Source: an optimization exercise on an open RTL-to-GDS flow (aim: small area). Production flows keep margins and buffers that such runs may drop.
In this exercise RTL edits were held to simulation tests only and were not proved equivalent to the original.
No activity file was given, so power comes from the tool's default toggle rates.

==> 08-16: inputs <==
// platformer_top
module platformer_top (
    input        CLOCK_50,
    input  [3:0] KEY,
    input  [9:0] SW,
    output [9:0] LEDR,
    output [6:0] HEX0,
    output [6:0] HEX1,
    output [6:0] HEX2,
    output [6:0] HEX3,
    output       VGA_BLANK_N,
    output [7:0] VGA_R,
    output [7:0] VGA_G,
    output [7:0] VGA_B,
    output       VGA_CLK,
    output       VGA_HS,
    output       VGA_VS,
    output       VGA_SYNC_N
);
Settings: LEC_CHECK=0, CAP_MARGIN=20, CORE_MARGIN=2, CORE_UTILIZATION=40, CTS_BUF_LIST=sky130_fd_sc_hd__clkbuf_8, CTS_CLUSTER_DIAMETER=250, CTS_CLUSTER_SIZE=60, GPL_TIMING_DRIVEN=0, SLEW_MARGIN=20; clock period 20.0 ns.
standard.sh (not shown) runs the stock make flow with config.mk's settings and CLKGATE_MAP_FILE= SYNTH_SCRIPT=/design/flow/synth_recipe.tcl, a recipe that flattens the netlist after the stock synthesis.
==> flow/flow/run.sh <==
#!/bin/bash
# Own flow: the standard layout, except that synthesis maps the logic
# for area (see synth.tcl) and the port buffers are the smallest buffers.  Each tool's output goes
# to a log file of its own in this folder.
set -euo pipefail
WORK=$(pwd)
export OWN_ABC_SCRIPT="$WORK/flow/abc_area.script"

# synthesis: the standard synthesis script with the ABC script swapped
make -C "$FLOW_HOME" DESIGN_CONFIG="$WORK/config.mk" WORK_HOME="$WORK/orfs" \
    CLKGATE_MAP_FILE= SYNTH_SCRIPT="$WORK/flow/synth.tcl" synth > "$WORK/own_synth.log" 2>&1

# floorplan to the final layout: the standard flow, which reuses the
# synthesised netlist above.  Every input and output port still gets a
# buffer, but the smallest buffer cell rather than the default choice.
bash "$WORK/standard.sh" "BUFFER_PORTS_ARGS=-buffer_cell sky130_fd_sc_hd__buf_1" finish \
    > "$WORK/standard_finish.log" 2>&1
==> flow/flow/abc_area.script <==
&get -n
&st
&dc2
&dch -f
&nf -R 1000
&st
&dc2
&dch -f
&nf -R 1000
&st
&dc2
&dch -f
&nf -R 1000
&st
&dc2
&dch -f
&nf -R 1000
&st
&dc2
&dch -f
&nf -R 1000
&put
==> flow/flow/synth.tcl <==
# The standard synthesis (synth_recipe.tcl), with two changes to how the
# combinational logic is mapped:
#  - extract_fa extracts full adders only, not half adders: half-adder
#    extraction also grabs XOR/AND pairs out of decoders and comparisons,
#    which ABC then cannot optimise;
#  - ABC maps with the area-oriented script in flow/abc_area.script instead
#    of ORFS's speed script (which also buffers and upsizes for timing).
# Everything before, and so every register, its name and its cell, is the
# standard synthesis's.
proc synth {args} { yosys synth -nofsm -noshare {*}$args }
proc abc {args} {
  set i [lsearch $args -script]
  if {$i >= 0} {
    set args [lreplace $args [expr {$i + 1}] [expr {$i + 1}] $::env(OWN_ABC_SCRIPT)]
  }
  yosys abc {*}$args
}
proc extract_fa {args} { yosys extract_fa -fa {*}$args }
source $::env(SCRIPTS_DIR)/synth.tcl
# left out here: clear keep_hierarchy, flatten, clean up, hide names made inside functions, write 1_2_yosys.v
==> inputs of 08-06, as changes to 08-16 <==
--- a/flow/flow/run.sh
+++ b/flow/flow/run.sh
@@ -14,4 +14,8 @@
 # synthesised netlist above.  Every input and output port still gets a
 # buffer, but the smallest buffer cell rather than the default choice.
+# Clock tree: the standard flow's options (sink clustering, repair of the clock nets),
+# with 8x clock buffers and without the dummy loads CTS would add to
+# balance the leaf nets.
+export CTS_ARGS="-sink_clustering_enable -repair_clock_nets -dont_use_dummy_load -buf_list sky130_fd_sc_hd__clkbuf_8 -sink_clustering_size 40 -sink_clustering_max_diameter 200 -sink_buffer_max_cap_derate 1.0"
 bash "$WORK/standard.sh" "BUFFER_PORTS_ARGS=-buffer_cell sky130_fd_sc_hd__buf_1" finish \
     > "$WORK/standard_finish.log" 2>&1
- CTS_BUF_LIST: sky130_fd_sc_hd__clkbuf_8 -> default
- CTS_CLUSTER_DIAMETER: 250 -> default
- CTS_CLUSTER_SIZE: 60 -> default
==> summary of the runs <==
Between 08-16 and 08-06, the lower sequential share of layout area is in 08-16 (gap 0.35 points). Of 08-06 and 08-16, 08-06 has the higher clock skew (gap 18 ps). Against 08-16, the cell area of 08-06 is smaller by 1.3%. In synthesized cell count, 08-16 and 08-06 do not differ. In critical path depth, 08-16 and 08-06 do not differ.
==> figures <==
item                                                                               08-06        08-16
Status                                                          timing/DRC/antenna clean  timing/DRC/antenna clean
Post-route cell area                                                          0.0126 mm2   0.0127 mm2
Clock edge transition at the registers on the reported setup and hold paths       100 ps        90 ps
Smallest setup slack after layout                                                3710 ps      3810 ps
Met1 Track Usage GR                                                                34.4%        34.6%
Number of iterations in the first detailed-routing pass                                6            8
Switching portion of total power                                                   23.0%        28.5%
Leakage power figure                                                             4.66 nW      4.73 nW
Tot GR Track Use                                                                   25.0%        25.2%
VDD IR-drop max                                                                0.0343 mV    0.0354 mV
Power density cells                                                          34.9 mW/mm2  39.3 mW/mm2

separate check: timing with driven ports:
How much do the figures lean on ideal ports? The routed layouts below were timed once more, with nothing changed but the port constraints.
Step 1 (the two cells are an assumption about what drives the block):
set clk [get_ports {CLOCK_50}]
set_driving_cell -lib_cell sky130_fd_sc_hd__clkbuf_16 $clk
set_driving_cell -lib_cell sky130_fd_sc_hd__buf_2 [delete_from_list [all_inputs] $clk]
Step 2 also shifts input and output timing later by t, the mid clock arrival at the registers, as if the neighbouring blocks saw the same clock.
a / b / c = ideal / step 1 / step 2; a / b = the first two.
run | t (ns) | setup slack, ns | worst setup path after step 2 | clock arrival spread, ns | slew at the worst register clock pin (ns)
08-16 | 0.524 | 3.806 / 3.761 / 4.286 | register to output | 0.024 / 0.023 | 0.11 / 0.11
08-06 | 0.497 | 3.708 / 3.662 / 4.159 | register to output | 0.049 / 0.048 | 0.10 / 0.10
After both steps every run listed still meets setup and hold.
